This is an optimization exercise on Yosys and OpenROAD, whose aim is small area and a short achievable clock period, not a production implementation.
At most, simulation tests tie the RTL to the original design; equivalence was not proved.
No activity file was given, so power comes from the tool's default toggle rates.

## north
Design CPU, start of the top module:
module CPU (
    input clk,
    input reset,
    output [15:0] pc,
    input [15:0] instr,
    output [15:0] alu_out,
    output mem_read,
    output mem_write,
    input [15:0] mem_data
);
Size in the first run: ~390 flip-flops, ~16,000 µm² of cells after synthesis.
==> flow/config.mk <==
export PLATFORM = sky130hd
export DESIGN_NAME = CPU
export DESIGN_NICKNAME = CPU
export VERILOG_FILES = /design/flow/design.v
export SDC_FILE = /design/flow/constraint.sdc
export NUM_CORES = 4
export LEC_CHECK = 0
export CAP_MARGIN = 20
export CORE_MARGIN = 2
export CORE_UTILIZATION = 60
export CTS_BUF_LIST = sky130_fd_sc_hd__clkbuf_16
export CTS_CLUSTER_DIAMETER = 80
export CTS_CLUSTER_SIZE = 24
export SETUP_SLACK_MARGIN = 1.6
export SLEW_MARGIN = 20
export TNS_END_PERCENT = 100
==> flow/constraint.sdc <==
create_clock -name core_clock -period 3.5 [get_ports {clk}]
set_input_delay 0.7000 -clock core_clock [delete_from_list [all_inputs] [get_ports {clk}]]
set_output_delay 0.7000 -clock core_clock [all_outputs]
set_load 0.01 [all_outputs]
standard.sh (not shown) runs the stock make flow with config.mk's settings and CLKGATE_MAP_FILE= SYNTH_SCRIPT=/design/flow/synth_recipe.tcl, a recipe that flattens the netlist after the stock synthesis.
==> flow/flow/run.sh <==
#!/bin/bash
set -euo pipefail
bash standard.sh synth > synth.log 2>&1
bash standard.sh MATCH_CELL_FOOTPRINT=0 \
  "BUFFER_PORTS_ARGS=-buffer_cell sky130_fd_sc_hd__buf_2" \
  "CTS_ARGS=-sink_clustering_enable -repair_clock_nets -buf_list sky130_fd_sc_hd__clkbuf_16 -sink_clustering_size 24 -sink_clustering_max_diameter 80 -dont_use_dummy_load" \
  finish > layout.log 2>&1
north finished all stages; the layout is clean.
Relative to north, the following input files were edited for south:
- SETUP_SLACK_MARGIN changed from 1.6 to 1.65
--- outcome ---
south reached the final stage; the timing, design-rule and antenna checks on its layout passed. Delta (south minus north): clock network power share was more or less identical; post-route standard cell area excluding fillers went up by about 0.36%; final instance count without filler cells was more or less identical; setup slack went up by 0.065 ns. Minimum period implied by the final worst setup slack delta for south relative to north: 0.065 ns lower. The net count reported at finish on south is in line with that on north. Going from north to south, synthesis-to-finish area growth grows by 0.39 points. south reports a higher maximum fanout along the worst path than north does.
[inputs] east vs south
- TNS_END_PERCENT removed (was 100)
- CORE_UTILIZATION changed from 60 to 65
- SETUP_SLACK_MARGIN changed from 1.65 to 1.7
--- outcome ---
On net switching component of the power, east tracks south almost exactly. In east, cell count is higher than in south. Summary: with south as the reference, total power of the final layout in east moved up slightly. Non-clock buffer count for east: 32 up relative to south. | register-to-register slack | lower: south |. Power per cell area was lower in the run labelled east. south and east ended up with nearly the same relative contribution of the clock network to total power. Number of well-tap cells placed (east vs. south) decreases by a few percent. Fmax | east vs south | east faster.


run 1:
Another version of the RTL of CPU (not shown whole).
Size in the first run: roughly 1200 cells after synthesis, roughly 390 flip-flops, ~68 I/O pins.
==> flow/config.mk <==
export PLATFORM = sky130hd
export DESIGN_NAME = CPU
export DESIGN_NICKNAME = CPU
export VERILOG_FILES = /design/flow/design.v
export SDC_FILE = /design/flow/constraint.sdc
export NUM_CORES = 4
export LEC_CHECK = 0
export CAP_MARGIN = 20
export CORE_MARGIN = 2
export CORE_UTILIZATION = 60
export CTS_BUF_LIST = sky130_fd_sc_hd__clkbuf_16
export CTS_CLUSTER_DIAMETER = 80
export CTS_CLUSTER_SIZE = 24
export SETUP_SLACK_MARGIN = 1.6
export SLEW_MARGIN = 20
export TNS_END_PERCENT = 30
==> flow/constraint.sdc <==
create_clock -name core_clock -period 3.5 [get_ports {clk}]
set_input_delay 0.7000 -clock core_clock [delete_from_list [all_inputs] [get_ports {clk}]]
set_output_delay 0.7000 -clock core_clock [all_outputs]
set_load 0.01 [all_outputs]
Scripts as last shown in full above: flow/flow/run.sh
--- input diff run 1..run 2 ---
Settings: swapping 30 for 60 in TNS_END_PERCENT.
Results
- On share of cell area taken by multi-input logic gates, run 2 tracks run 1 almost exactly.
- On design area, run 1 and run 2 are basically level.
- Run 2: routed wirelength normalized by instance count 0.67% above run 1
- Min area overhead of the layout relative to synthesis across run 1 and run 2: run 1
- Proportion of power drawn by the clock network: run 1 vs run 2, no meaningful difference
- Comparing run 1 and run 2, the lower internal reg-to-reg setup slack is on run 1.
- Total vias in the final route: run 2 > run 1
- met1 wire length ends up higher on run 2.
--- input diff run 2..run 3 ---
Settings: a change of TNS_END_PERCENT from 60 to 0.
==> summary.txt <==
The setup slack of run 3 is smaller than that of run 2. Summary of run 3 over run 2: power per standard cell area now sits higher; area growth from synthesis to final layout went down 1.3 points; clock skew shows no meaningful change; number of cells on the critical path moved down; fraction of area in multi-input gates fell by 0.37 points. On run 3: worst path arrival time is 0.12 ns higher than what run 2 gave. Side by side, overall power of the completed layout turned out lower in run 3 than in run 2.
Input changes introduced in run 4 (baseline for comparison: run 3):
Settings: TNS_END_PERCENT no longer set, was 0; PLACE_DENSITY now 0.68, previously not set.
==> comparison <==
Run 4: PASS, flow complete, no timing, DRC or antenna violations. Run 4 vs run 3: proportion of final cell area spent on non-clock buffers up in run 4. Run 4 -> run 3: simple-gate portion of the synthesized area delta 0, exact match. Run 4 vs run 3 — wire length climbed by a few percent.
Here is what was changed in the inputs of run 5 compared with run 4.
Settings: clearing PLACE_DENSITY, which used to be 0.68.
## What came out
Run 4 and run 5 ended up with nearly the same post-layout minimum cycle time. Count of cells resized by post-cts repair (lower): run 4. Run 5 vs. run 4: power consumption -0.47%, final clock period utilization by the worst path ~0 delta, via count normalized by instance count ~0 delta, highest clock rate ~0 delta, power dissipated in combinational cells -about 7%. [compare] base=run 4 new=run 5: global-route track usage on met2 has decreased; area added between synthesis and finish has decreased; sequential share of layout area has increased.
Changes in run 6 relative to run 5:
Settings: putting TNS_END_PERCENT at 30 where nothing was set; swapping 1.6 for 1.7 in SETUP_SLACK_MARGIN.
==> comparison <==
Re clock buffer count from CTS: no difference whatsoever between run 6 and run 5. Comparing run 5 and run 6, the lower post-cts gate resize count was measured on run 6. | cell count | run 6 vs run 5 | 1.8% higher |. Between run 5 and run 6, the overall track demand over capacity in global routing figures differ only marginally. In run 6, power dissipated by switching net loads is higher than in run 5. Side by side, total via count in the routed design turned out higher in run 6 than in run 5. | area of all placed cells without fillers | run 6 vs run 5 | worse |. Number of port buffers came out exactly the same in run 5 and run 6. Looking only at area added between synthesis and finish, and setting everything else aside, the lower value of run 5 and run 6 goes to run 5. | number of search-and-repair iterations in the first detailed-routing pass | run 5 vs run 6 | ≈ equal |. The clock skew was comparable across run 5 and run 6.


RTL: one of the versions met above, not the one the previous note started from.
For scale: roughly 68 I/O pins, roughly 16000 sq um of cells after synthesis.
## CPU
module CPU (
    input clk,
    input reset,
    output [15:0] pc,
    input [15:0] instr,
    output [15:0] alu_out,
    output mem_read,
    output mem_write,
    input [15:0] mem_data
);
==> flow/config.mk <==
export PLATFORM = sky130hd
export DESIGN_NAME = CPU
export DESIGN_NICKNAME = CPU
export VERILOG_FILES = /design/flow/design.v
export SDC_FILE = /design/flow/constraint.sdc
export NUM_CORES = 4
export LEC_CHECK = 0
export CAP_MARGIN = 20
export CORE_MARGIN = 2
export CORE_UTILIZATION = 60
export CTS_BUF_LIST = sky130_fd_sc_hd__clkbuf_16
export CTS_CLUSTER_DIAMETER = 80
export CTS_CLUSTER_SIZE = 24
export SETUP_SLACK_MARGIN = 1.7
export SLEW_MARGIN = 20
export TNS_END_PERCENT = 100
==> flow/constraint.sdc <==
create_clock -name core_clock -period 3.5 [get_ports {clk}]
set_input_delay 0.7000 -clock core_clock [delete_from_list [all_inputs] [get_ports {clk}]]
set_output_delay 0.7000 -clock core_clock [all_outputs]
set_load 0.01 [all_outputs]
Scripts as last shown in full above: flow/flow/run.sh
Rerun with:
SETUP_SLACK_MARGIN = 1.6   (was 1.7)
TNS_END_PERCENT = 10   (was 100)
Result:
- combinational power goes down by 4.7%
- worst hold slack improves by 0.0032 ns
- critical path depth goes up by 3
- wire length goes down by 0.95%
- clock-buffer cell count does not change
- area after synthesis is unchanged
- synthesized cell count stays the same
- sequential cell count is unchanged
- power goes down by 0.41%
- sequential power stays flat
Rerun with:
SETUP_SLACK_MARGIN = 1.7   (was 1.6)
TNS_END_PERCENT = 30   (was 10)
- utilization rose by 0.93 points
- worst setup slack improves by 0.12 ns
- total power rose by 0.48%


CPU again, from the RTL that the note above started with.
export LEC_CHECK = 0
export CAP_MARGIN = 20
export CORE_MARGIN = 2
export CORE_UTILIZATION = 60
export CTS_BUF_LIST = sky130_fd_sc_hd__clkbuf_16
export CTS_CLUSTER_DIAMETER = 80
export CTS_CLUSTER_SIZE = 24
export SETUP_SLACK_MARGIN = 1.75
export SLEW_MARGIN = 20
create_clock -name core_clock -period 3.5 [get_ports {clk}]
Scripts as last shown in full above: flow/flow/run.sh
Next try:
Settings changed: SETUP_SLACK_MARGIN 1.75 to 1.9, TNS_END_PERCENT from default to 100.
The new run completed with no timing, DRC or antenna violations.
Routed wire length rose by 3.6%.
Core utilization rose by 4.4 points.
Die area is unchanged.
Total power rose by 1.4%.
Via count rose by 4.4%.
Worst hold slack improved by 140 ps.
Register-to-register slack improved by 40 ps.
Setup slack improved by 39 ps.
Next try:
Settings changed: SETUP_SLACK_MARGIN 1.9 to 1.8.
Effect: Combinational power is lower by 16%. Core utilization came out lower by 3.5 points. Power came out lower by about 1.2%. Die area stays the same. Design area shrinks by about 5%.


blue:
Another version of the RTL of CPU (not shown whole).
Size in the first run: about 370 flip-flops.
clock: 3.5 ns
lec_check: 0
cap_margin: 20
core_margin: 2
core_utilization: 40
setup_slack_margin: 1.5
slew_margin: 20
run.sh (not shown) runs the stock make flow with config.mk's settings and CLKGATE_MAP_FILE= SYNTH_SCRIPT=/design/flow/synth_recipe.tcl, a recipe that flattens the netlist after the stock synthesis.
Stock flow here: none of the scripts above is used.
blue ended with every stage complete and zero timing, DRC or antenna violations.
Modified inputs, green compared to blue
Settings: PLACE_DENSITY now 0.7, previously not set; CORE_UTILIZATION now 60, was 40; SETUP_SLACK_MARGIN now 1.7, was 1.5.
## What came out
When green is set beside blue, its logic gate share of total power turns out to be 2.6 points larger. Between blue and green, share of cell area taken by flip-flops and latches is higher for blue, green comes in under that. blue → green: clock share of power went down by 0.9 points; fmax went down by 0.0012 GHz. Taking blue as the reference, in green clock network power increased by about 2% relative to the old numbers; power has increased; met1 demand-to-capacity share in global routing +18 points. [compare] base=blue new=green: wire length has increased; worst setup slack moved down.
No functional check of the RTL was part of any run of this note.

## re-timing with driven ports
How much do the figures lean on ideal ports? The routed layouts below were timed once more, with nothing changed but the port constraints.
Step 1: set_driving_cell puts a clkbuf_16 on clk and a buf_2 on each other input, an assumption about the parent block.
Step 2 moves the port delays by t, midway between the first and last clock arrival at a register: inputs arrive t later, outputs are due t later. That takes back most of the time a late clock gives input paths.
Three values: ideal, step 1, step 2; two values: the first two.
run | shift t [ns] | slack for setup (ns) | hold WS [ns] | worst register clock-pin slew, ns | pins driven straight from the clock port
north | 0.587 | 1.571 / 1.571 / 1.571 | 0.169 / 0.132 / 0.341 | 0.10 / 0.10 | 1
south | 0.581 | 1.636 / 1.615 / 1.636 | 0.172 / 0.139 / 0.341 | 0.10 / 0.10 | 1
east | 0.562 | 1.661 / 1.661 / 1.631 | 0.278 / 0.248 / 0.346 | 0.10 / 0.10 | 1
run 1 | 0.564 | 1.556 / 1.556 / 1.329 | 0.276 / 0.244 / 0.340 | 0.10 / 0.10 | 1
run 2 | 0.565 | 1.589 / 1.589 / 1.274 | 0.277 / 0.245 / 0.340 | 0.10 / 0.10 | 1
run 3 | 0.562 | 1.476 / 1.476 / 1.344 | 0.276 / 0.245 / 0.343 | 0.10 / 0.10 | 1
run 4 | 0.572 | 1.596 / 1.596 / 1.341 | 0.159 / 0.131 / 0.345 | 0.10 / 0.10 | 1
run 5 | 0.563 | 1.594 / 1.594 / 1.272 | 0.277 / 0.245 / 0.340 | 0.10 / 0.10 | 1
run 6 | 0.564 | 1.622 / 1.597 / 1.332 | 0.277 / 0.245 / 0.341 | 0.10 / 0.10 | 1
the first run of note 3 | 0.583 | 1.688 / 1.632 / 1.725 | 0.172 / 0.135 / 0.340 | 0.10 / 0.10 | 1
the second run of note 3 | 0.584 | 1.547 / 1.547 / 1.547 | 0.175 / 0.138 / 0.340 | 0.10 / 0.10 | 1
the third run of note 3 | 0.584 | 1.669 / 1.613 / 1.696 | 0.173 / 0.136 / 0.340 | 0.10 / 0.10 | 1
the first run of note 4 | 0.563 | 1.670 / 1.670 / 1.388 | 0.208 / 0.182 / 0.347 | 0.10 / 0.10 | 1
the second run of note 4 | 0.562 | 1.709 / 1.691 / 1.589 | 0.349 / 0.343 / 0.349 | 0.10 / 0.10 | 1
the third run of note 4 | 0.564 | 1.702 / 1.702 / 1.596 | 0.208 / 0.183 / 0.346 | 0.10 / 0.10 | 1
blue | 0.578 | 0.928 / 0.928 / 0.928 | 0.346 / 0.346 / 0.346 | 0.07 / 0.07 | 1
green | 0.583 | 0.920 / 0.920 / 0.920 | 0.340 / 0.340 / 0.340 | 0.07 / 0.07 | 1
After both steps setup and hold are still met in every run listed. The setup slack of run 5, which loses most, moves by 0.000 ns with the drivers and by -0.322 ns with both steps.
